This is an optimization exercise on Yosys and OpenROAD, whose aim is small area and a short achievable clock period, not a production implementation. At most, simulation tests tie the RTL to the original design; equivalence was not proved. Power is estimated from default activity; no workload was simulated.

Setup of the previous run:
==> flow/design.v <==
module MIPS (
    input             clk,
    input             rst_n,
    input             in_valid,
    input      [31:0] instruction,
    input      [19:0] output_reg,
    output            out_valid,
    output     [31:0] out_1,
    output     [31:0] out_2,
    output     [31:0] out_3,
    output     [31:0] out_4,
    output            instruction_fail
);
function [5:0] dec;
    input [4:0] a;
    begin
        dec[0] = (a == 5'b10000);
        dec[1] = (a == 5'b11111);
        dec[2] = (a == 5'b10111);
        dec[3] = (a == 5'b01000);
        dec[4] = (a == 5'b10010);
        dec[5] = (a == 5'b10001);
    end
endfunction
wire [5:0] op    = instruction[31:26];
wire [5:0] funct = instruction[5:0];
wire       is_r  = (op == 6'b000000);
wire       is_i  = (op == 6'b001000);
wire       f_add = is_r & (funct == 6'b100000);
wire       f_and = is_r & (funct == 6'b100100);
wire       f_or  = is_r & (funct == 6'b100101);
wire       f_nor = is_r & (funct == 6'b100111);
wire       f_sll = is_r & (funct == 6'b000000);
wire       f_srl = is_r & (funct == 6'b000010);
wire       legal = f_add | f_and | f_or | f_nor | f_sll | f_srl | is_i;
wire [5:0] rs_h  = dec(instruction[25:21]);
wire [5:0] rt_h  = dec(instruction[20:16]);
wire [5:0] rd_h  = dec(instruction[15:11]);
wire [5:0] dst_h = is_i ? rt_h : rd_h;
wire       fail  = ~(legal & (|rs_h) & (|rt_h) & (|dst_h));
reg [31:0] rf0, rf1, rf2, rf3, rf4, rf5;
reg  [5:0] rv;
reg        v1;
reg  [5:0] we1;
reg        f1;
reg  [5:0] ra1, rb1;
reg        add1, and1, or1, nor1, sll1, srl1, imm1;
reg [15:0] immd1;
reg [19:0] oreg1;
always @(posedge clk or negedge rst_n) begin
    if (!rst_n) begin
        v1  <= 1'b0;
        we1 <= 6'd0;
    end else begin
        v1  <= in_valid;
        we1 <= (in_valid & ~fail) ? dst_h : 6'd0;
    end
end
always @(posedge clk) begin
    f1    <= fail;
    ra1   <= rs_h & (rv | we1);
    rb1   <= is_i ? 6'd0 : (rt_h & (rv | we1));
    add1  <= f_add | is_i;
    and1  <= f_and;
    or1   <= f_or;
    nor1  <= f_nor;
    sll1  <= f_sll;
    srl1  <= f_srl;
    imm1  <= is_i;
    immd1 <= instruction[15:0];
    oreg1 <= output_reg;
end
wire [31:0] a = ({32{ra1[0]}} & rf0) | ({32{ra1[1]}} & rf1) | ({32{ra1[2]}} & rf2)
              | ({32{ra1[3]}} & rf3) | ({32{ra1[4]}} & rf4) | ({32{ra1[5]}} & rf5);
wire [31:0] b = ({32{rb1[0]}} & rf0) | ({32{rb1[1]}} & rf1) | ({32{rb1[2]}} & rf2)
              | ({32{rb1[3]}} & rf3) | ({32{rb1[4]}} & rf4) | ({32{rb1[5]}} & rf5)
              | ({32{imm1}} & {{16{immd1[15]}}, immd1});
wire [4:0]  sh = immd1[10:6];
wire [31:0] sum = a + b;
wire [4:0]  r  = srl1 ? sh : -sh;
wire [31:0] r0 = r[0] ? {b[0], b[31:1]}      : b;
wire [31:0] r1 = r[1] ? {r0[1:0], r0[31:2]}  : r0;
wire [31:0] r2 = r[2] ? {r1[3:0], r1[31:4]}  : r1;
wire [31:0] r3 = r[3] ? {r2[7:0], r2[31:8]}  : r2;
wire [31:0] r4 = r[4] ? {r3[15:0], r3[31:16]} : r3;
wire [31:0] msk = ({32{sll1}} & ({32{1'b1}} << sh)) | ({32{srl1}} & ({32{1'b1}} >> sh));
wire [31:0] res = ({32{add1}} & sum)
                | ({32{and1}} & (a & b))
                | ({32{or1}}  & (a | b))
                | ({32{nor1}} & ~(a | b))
                | (msk & r4);
always @(posedge clk or negedge rst_n) begin
    if (!rst_n) rv <= 6'd0;
    else        rv <= rv | we1;
end
always @(posedge clk) begin
    if (we1[0]) rf0 <= res;
    if (we1[1]) rf1 <= res;
    if (we1[2]) rf2 <= res;
    if (we1[3]) rf3 <= res;
    if (we1[4]) rf4 <= res;
    if (we1[5]) rf5 <= res;
end
reg        v2;
reg        f2;
reg  [5:0] s1, s2, s3, s4;
always @(posedge clk or negedge rst_n) begin
    if (!rst_n) v2 <= 1'b0;
    else        v2 <= v1;
end
always @(posedge clk) begin
    f2 <= f1;
    s1 <= f1 ? 6'd0 : (dec(oreg1[4:0])   & (rv | we1));
    s2 <= f1 ? 6'd0 : (dec(oreg1[9:5])   & (rv | we1));
    s3 <= f1 ? 6'd0 : (dec(oreg1[14:10]) & (rv | we1));
    s4 <= f1 ? 6'd0 : (dec(oreg1[19:15]) & (rv | we1));
end
function [31:0] rd6;
    input [5:0] s;
    input [31:0] r0, r1, r2, r3, r4, r5;
    rd6 = ({32{s[0]}} & r0) | ({32{s[1]}} & r1) | ({32{s[2]}} & r2)
        | ({32{s[3]}} & r3) | ({32{s[4]}} & r4) | ({32{s[5]}} & r5);
endfunction
assign out_valid        = v2;
assign instruction_fail = f2;
assign out_1 = rd6(s1, rf0, rf1, rf2, rf3, rf4, rf5);
assign out_2 = rd6(s2, rf0, rf1, rf2, rf3, rf4, rf5);
assign out_3 = rd6(s3, rf0, rf1, rf2, rf3, rf4, rf5);
assign out_4 = rd6(s4, rf0, rf1, rf2, rf3, rf4, rf5);
endmodule
==> flow/config.mk <==
export PLATFORM = sky130hd
export DESIGN_NAME = MIPS
export DESIGN_NICKNAME = MIPS
export VERILOG_FILES = /design/flow/design.v
export SDC_FILE = /design/flow/constraint.sdc
export NUM_CORES = 4
export LEC_CHECK = 0
export ABC_CLOCK_PERIOD_IN_PS = 2400
export CAP_MARGIN = 20
export CORE_MARGIN = 2
export CORE_UTILIZATION = 40
export SETUP_SLACK_MARGIN = 3.6
export SLEW_MARGIN = 20
==> flow/constraint.sdc <==
create_clock -name core_clock -period 6.0 [get_ports {clk}]
set_input_delay 1.2000 -clock core_clock [delete_from_list [all_inputs] [get_ports {clk}]]
set_output_delay 1.2000 -clock core_clock [all_outputs]
set_load 0.01 [all_outputs]
run.sh (not shown) runs the stock make flow with config.mk's settings and CLKGATE_MAP_FILE= SYNTH_SCRIPT=/design/flow/synth_recipe.tcl, a recipe that flattens the netlist after the stock synthesis.
The previous run reached the final stage; the timing, design-rule and antenna checks on its layout passed.
## Diff of input files: the current run against the previous run
Settings: SETUP_SLACK_MARGIN: 3.6 -> 3.0; ABC_CLOCK_PERIOD_IN_PS: 2400 -> 3000.
## What came out
Comparing the current run against the previous run, there is no change at all in accumulated negative setup slack. The current run -> the previous run: starting density of the core delta 0, exact match. Looking at worst IR drop on VDD across both flows, the current run is the weaker of the two, with the previous run ahead. Against the previous run, the final cell area of the current run is lower.
No functional check of the RTL was part of any run of this note.

* * *

## job 101
MIPS, a different RTL version from the one above (not shown whole).
For scale: roughly 2,500 cells after synthesis, about 360 flip-flops, about 190 I/O pins, ~23,000 um2 of cells after synthesis.
Settings: LEC_CHECK=0, CAP_MARGIN=20, CORE_MARGIN=2, CORE_UTILIZATION=45, SETUP_SLACK_MARGIN=3.0, SLEW_MARGIN=20; clock period 6.0 ns.
standard.sh (not shown) runs the stock make flow with config.mk's settings and CLKGATE_MAP_FILE= SYNTH_SCRIPT=/design/flow/synth_recipe.tcl, a recipe that flattens the netlist after the stock synthesis.
==> flow/flow/run.sh <==
#!/bin/bash
# The standard layout, with every input and output port buffered by a
# sky130_fd_sc_hd__buf_2 instead of the cell buffer_ports picks by default.
set -euo pipefail
export BUFFER_PORTS_ARGS="-buffer_cell sky130_fd_sc_hd__buf_2"
bash standard.sh > standard_flow.log 2>&1
Relative to job 101, the following input files were edited for job 102:
Settings: SETUP_SLACK_MARGIN: 3.0 -> 3.1; TNS_END_PERCENT: unset -> 30.
## What came out
[job 102] static leakage rose 3.1% relative to job 101
Job 102 has number of buffers created by CTS above what job 101 had.
From job 101 to job 102 the numbers moved as follows: number of DRC markers after the initial detailed-route iteration held, proportion of power drawn by combinational gates went down 0.2 points, clock tree buffer count of the final layout went up 4.
Highest achievable clock rate: job 102 > job 101
Taking job 101 as the reference, in job 102 final cell count without fillers up 29; adder-cell area share of the yosys netlist shows no meaningful change; critical path depth in cells went down 10.
On job 102: final weighted congestion of routability-driven global placement is 0.024 lower than what job 101 gave.
Worst clock skew essentially unchanged between job 101 and job 102.
Edits applied to the flow inputs when going from job 102 to job 103:
Settings: an added CTS_BUF_LIST of sky130_fd_sc_hd__clkbuf_8; a deleted TNS_END_PERCENT that had been 30.
Results
Job 103 has area of combinational cells with multiple inputs above what job 102 had. Detailed route, job 103 vs job 102: via total higher for job 103. Re detail-routed net length per standard cell: job 102 was higher than job 103. Job 103: full flow OK, the timing, design-rule and antenna checks passed. Run comparison: job 103 worst min-delay path category primary input to asynchronous set/reset pin; job 102 worst min-delay path category flop to flop. In job 103 relative to job 102, layout clock buffer count had gone up by more than 10%. Job 102 and job 103 ended up with nearly the same adder-cell share of the synthesized area. On overall routed net length, job 102 tracks job 103 almost exactly. Core utilization of the finished layout ends up lower on job 102. What job 103 reported for post-layout total power has to be multiplied by 1.09 to get the figure for job 102. In the flow results for job 102 and job 103, the hold slack is larger on job 102. Looking at clock latency on the worst-skew pair across job 102 and job 103, the one that comes out lower is job 102.
Here is what was changed in the inputs of job 104 compared with job 103.
Settings: removing CTS_BUF_LIST (formerly sky130_fd_sc_hd__clkbuf_8); changing SETUP_SLACK_MARGIN from 3.1 to 2.8.
### Flow results
- Cmp job 103 and job 104 / data arrival time at the worst-slack endpoint / higher: job 104
- Job 104 reports a higher clock buffer and inverter area fraction after layout than job 103 does.
- Of the two values seen for launching element of the worst setup path, instruction[24] was produced by job 104 and rf3[26]$_DFFE_PP_ by job 103.
- Looking at the reports, job 104 completed the entire flow and the layout it produced met the timing, design-rule and antenna checks.
- Looking at buffer and inverter count on the worst path across job 103 and job 104, the one that comes out lower is job 103.
- Row worst vdd rail ir drop: job 104 higher / job 103 lower

* * *

MIPS again, from the RTL that the note above started with.
Settings: LEC_CHECK=0, CAP_MARGIN=20, CORE_MARGIN=2, CORE_UTILIZATION=45, SETUP_SLACK_MARGIN=3.2, SLEW_MARGIN=20; clock period 6.0 ns.
Scripts as last shown in full above: flow/flow/run.sh
The starting point passed the timing, design-rule and antenna checks.
Rerun with:
--- a/flow/config.mk
+++ b/flow/config.mk
@@ -10,3 +10,3 @@
 export CORE_UTILIZATION = 45
-export SETUP_SLACK_MARGIN = 3.2
+export SETUP_SLACK_MARGIN = 3.1
 export SLEW_MARGIN = 20
- die area is unchanged
- setup slack degrades by 61 ps
- count of clock-buffer cells in the layout is unchanged
- via count decreases by 3.9%
- worst hold slack degrades by 7.4 ps
- core utilization shrinks by 5.5 points
- total power came out higher by 1.2%
- flip-flop and latch count is unchanged
- design area drops by 9.2%
- fmax falls by 2.0%
Rerun with:
--- a/flow/config.mk
+++ b/flow/config.mk
@@ -7,3 +7,3 @@
 export LEC_CHECK = 0
-export CAP_MARGIN = 20
+export CAP_MARGIN = 40
 export CORE_MARGIN = 2
@@ -11,2 +11,2 @@
 export SETUP_SLACK_MARGIN = 3.1
-export SLEW_MARGIN = 20
+export SLEW_MARGIN = 60
What happened: Power climbs by 1.8%. Global-route usage came out lower by 0.12 points. Non-clock buffer count increases by 20. Die area is unchanged. Area after synthesis does not change. Via count shrinks by 0.91%.

* * *

MIPS, a different RTL version from the one above (not shown whole).
Size: about 330 flip-flops, about 190 I/O pins, about 22000 µm² of cells after synthesis.
==> flow/config.mk <==
export PLATFORM = sky130hd
export DESIGN_NAME = MIPS
export DESIGN_NICKNAME = MIPS
export VERILOG_FILES = /design/flow/design.v
export SDC_FILE = /design/flow/constraint.sdc
export NUM_CORES = 4
export LEC_CHECK = 0
export CAP_MARGIN = 20
export CORE_MARGIN = 2
export CORE_UTILIZATION = 45
export SETUP_SLACK_MARGIN = 2.8
export SLEW_MARGIN = 20
==> flow/constraint.sdc <==
create_clock -name core_clock -period 6.0 [get_ports {clk}]
set_input_delay 1.2000 -clock core_clock [delete_from_list [all_inputs] [get_ports {clk}]]
set_output_delay 1.2000 -clock core_clock [all_outputs]
set_load 0.01 [all_outputs]
run.sh (not shown) runs the stock make flow with config.mk's settings and CLKGATE_MAP_FILE= SYNTH_SCRIPT=/design/flow/synth_recipe.tcl, a recipe that flattens the netlist after the stock synthesis.
Stock flow here: none of the scripts above is used.
The starting point passed the timing, design-rule and antenna checks.
Then changed:
==> flow/flow/run.sh (new file) <==
#!/bin/bash
# The standard layout, with every input and output port buffered by a
# sky130_fd_sc_hd__buf_2 instead of the cell buffer_ports picks by default.
set -euo pipefail
export BUFFER_PORTS_ARGS="-buffer_cell sky130_fd_sc_hd__buf_2"
bash standard.sh > standard_flow.log 2>&1
==> flow/standard.sh (new file) <==
#!/bin/bash
# synth_recipe.tcl (not shown) runs the flow's synth.tcl, then flattens the netlist and writes it again
# the make line also repeats each setting of config.mk as NAME=value (left out here)
make -C /OpenROAD-flow-scripts/flow DESIGN_CONFIG=/design/flow/config.mk WORK_HOME=/design/flow/orfs CLKGATE_MAP_FILE= SYNTH_SCRIPT=/design/flow/synth_recipe.tcl "${@:-finish}"
SETUP_SLACK_MARGIN = 3.1   (was 2.8)
removed: flow/run.sh
=> Clock-buffer cell count grows by 3; synthesized area is unchanged; wire length shrinks by 3.8%; utilization hardly moves; sequential power barely changes; worst setup slack gains 0.33 ns; total power grows by 2.9%; hold slack loses 0.0083 ns.
Then changed:
SETUP_SLACK_MARGIN = 2.8   (was 3.1)
The changed run went through all stages and came out clean.
Sequential share of layout area went up by 2.9 points.
Final cell count went down by about 2%.
Global-route usage went up by 0.65 points.
Non-clock buffer count went down by 66.
Power went down by 3.1%.
Worst setup slack got worse by 0.22 ns.

-- port drivers added, routing unchanged --
Ports are ideal in the flow. The routed layouts listed here were re-timed in OpenROAD.
Step 1 sets driving cells, clkbuf_16 on the clock port and buf_2 on the other inputs (assumed; they add their load-dependent delay and slew).
Step 2 adds t to the input delays and takes it off the output delays; t is the mean of the earliest and latest rising clock arrival at the registers after step 1. Input paths then give back, and output paths get back, about the clock's delay inside the block.
Three values: no drivers, after step 1, after step 2; two values: the first two.
run | t, ns | setup WS [ns] | worst data-port slew with drivers (ns) | pins driven straight from the clock port
the previous run | 0.675 | 2.218 / 2.218 / 2.218 | 0.06 | 1
the current run | 0.657 | 2.235 / 2.235 / 2.235 | 0.05 | 1
job 101 | 0.632 | 2.873 / 2.873 / 2.418 | 0.09 | 1
job 102 | 0.637 | 2.935 / 2.865 / 2.409 | 0.14 | 1
job 103 | 0.731 | 2.968 / 2.901 / 2.248 | 0.13 | 1
job 104 | 0.629 | 2.769 / 2.771 / 2.141 | 0.09 | 1
the first run of note 3 | 0.617 | 3.058 / 2.998 / 2.559 | 0.14 | 1
the second run of note 3 | 0.621 | 2.996 / 2.996 / 2.456 | 0.14 | 1
the third run of note 3 | 0.630 | 3.020 / 3.014 / 2.467 | 0.14 | 1
the first run of note 4 | 0.631 | 2.654 / 2.593 / 2.076 | 0.04 | 1
the second run of note 4 | 0.632 | 2.987 / 2.968 / 2.394 | 0.04 | 1
the third run of note 4 | 0.633 | 2.768 / 2.743 / 2.172 | 0.04 | 1
After both steps setup and hold are still met in every run listed. For job 103, which loses most, drivers alone change the setup slack by -0.067 ns; drivers and shift together by -0.720 ns.
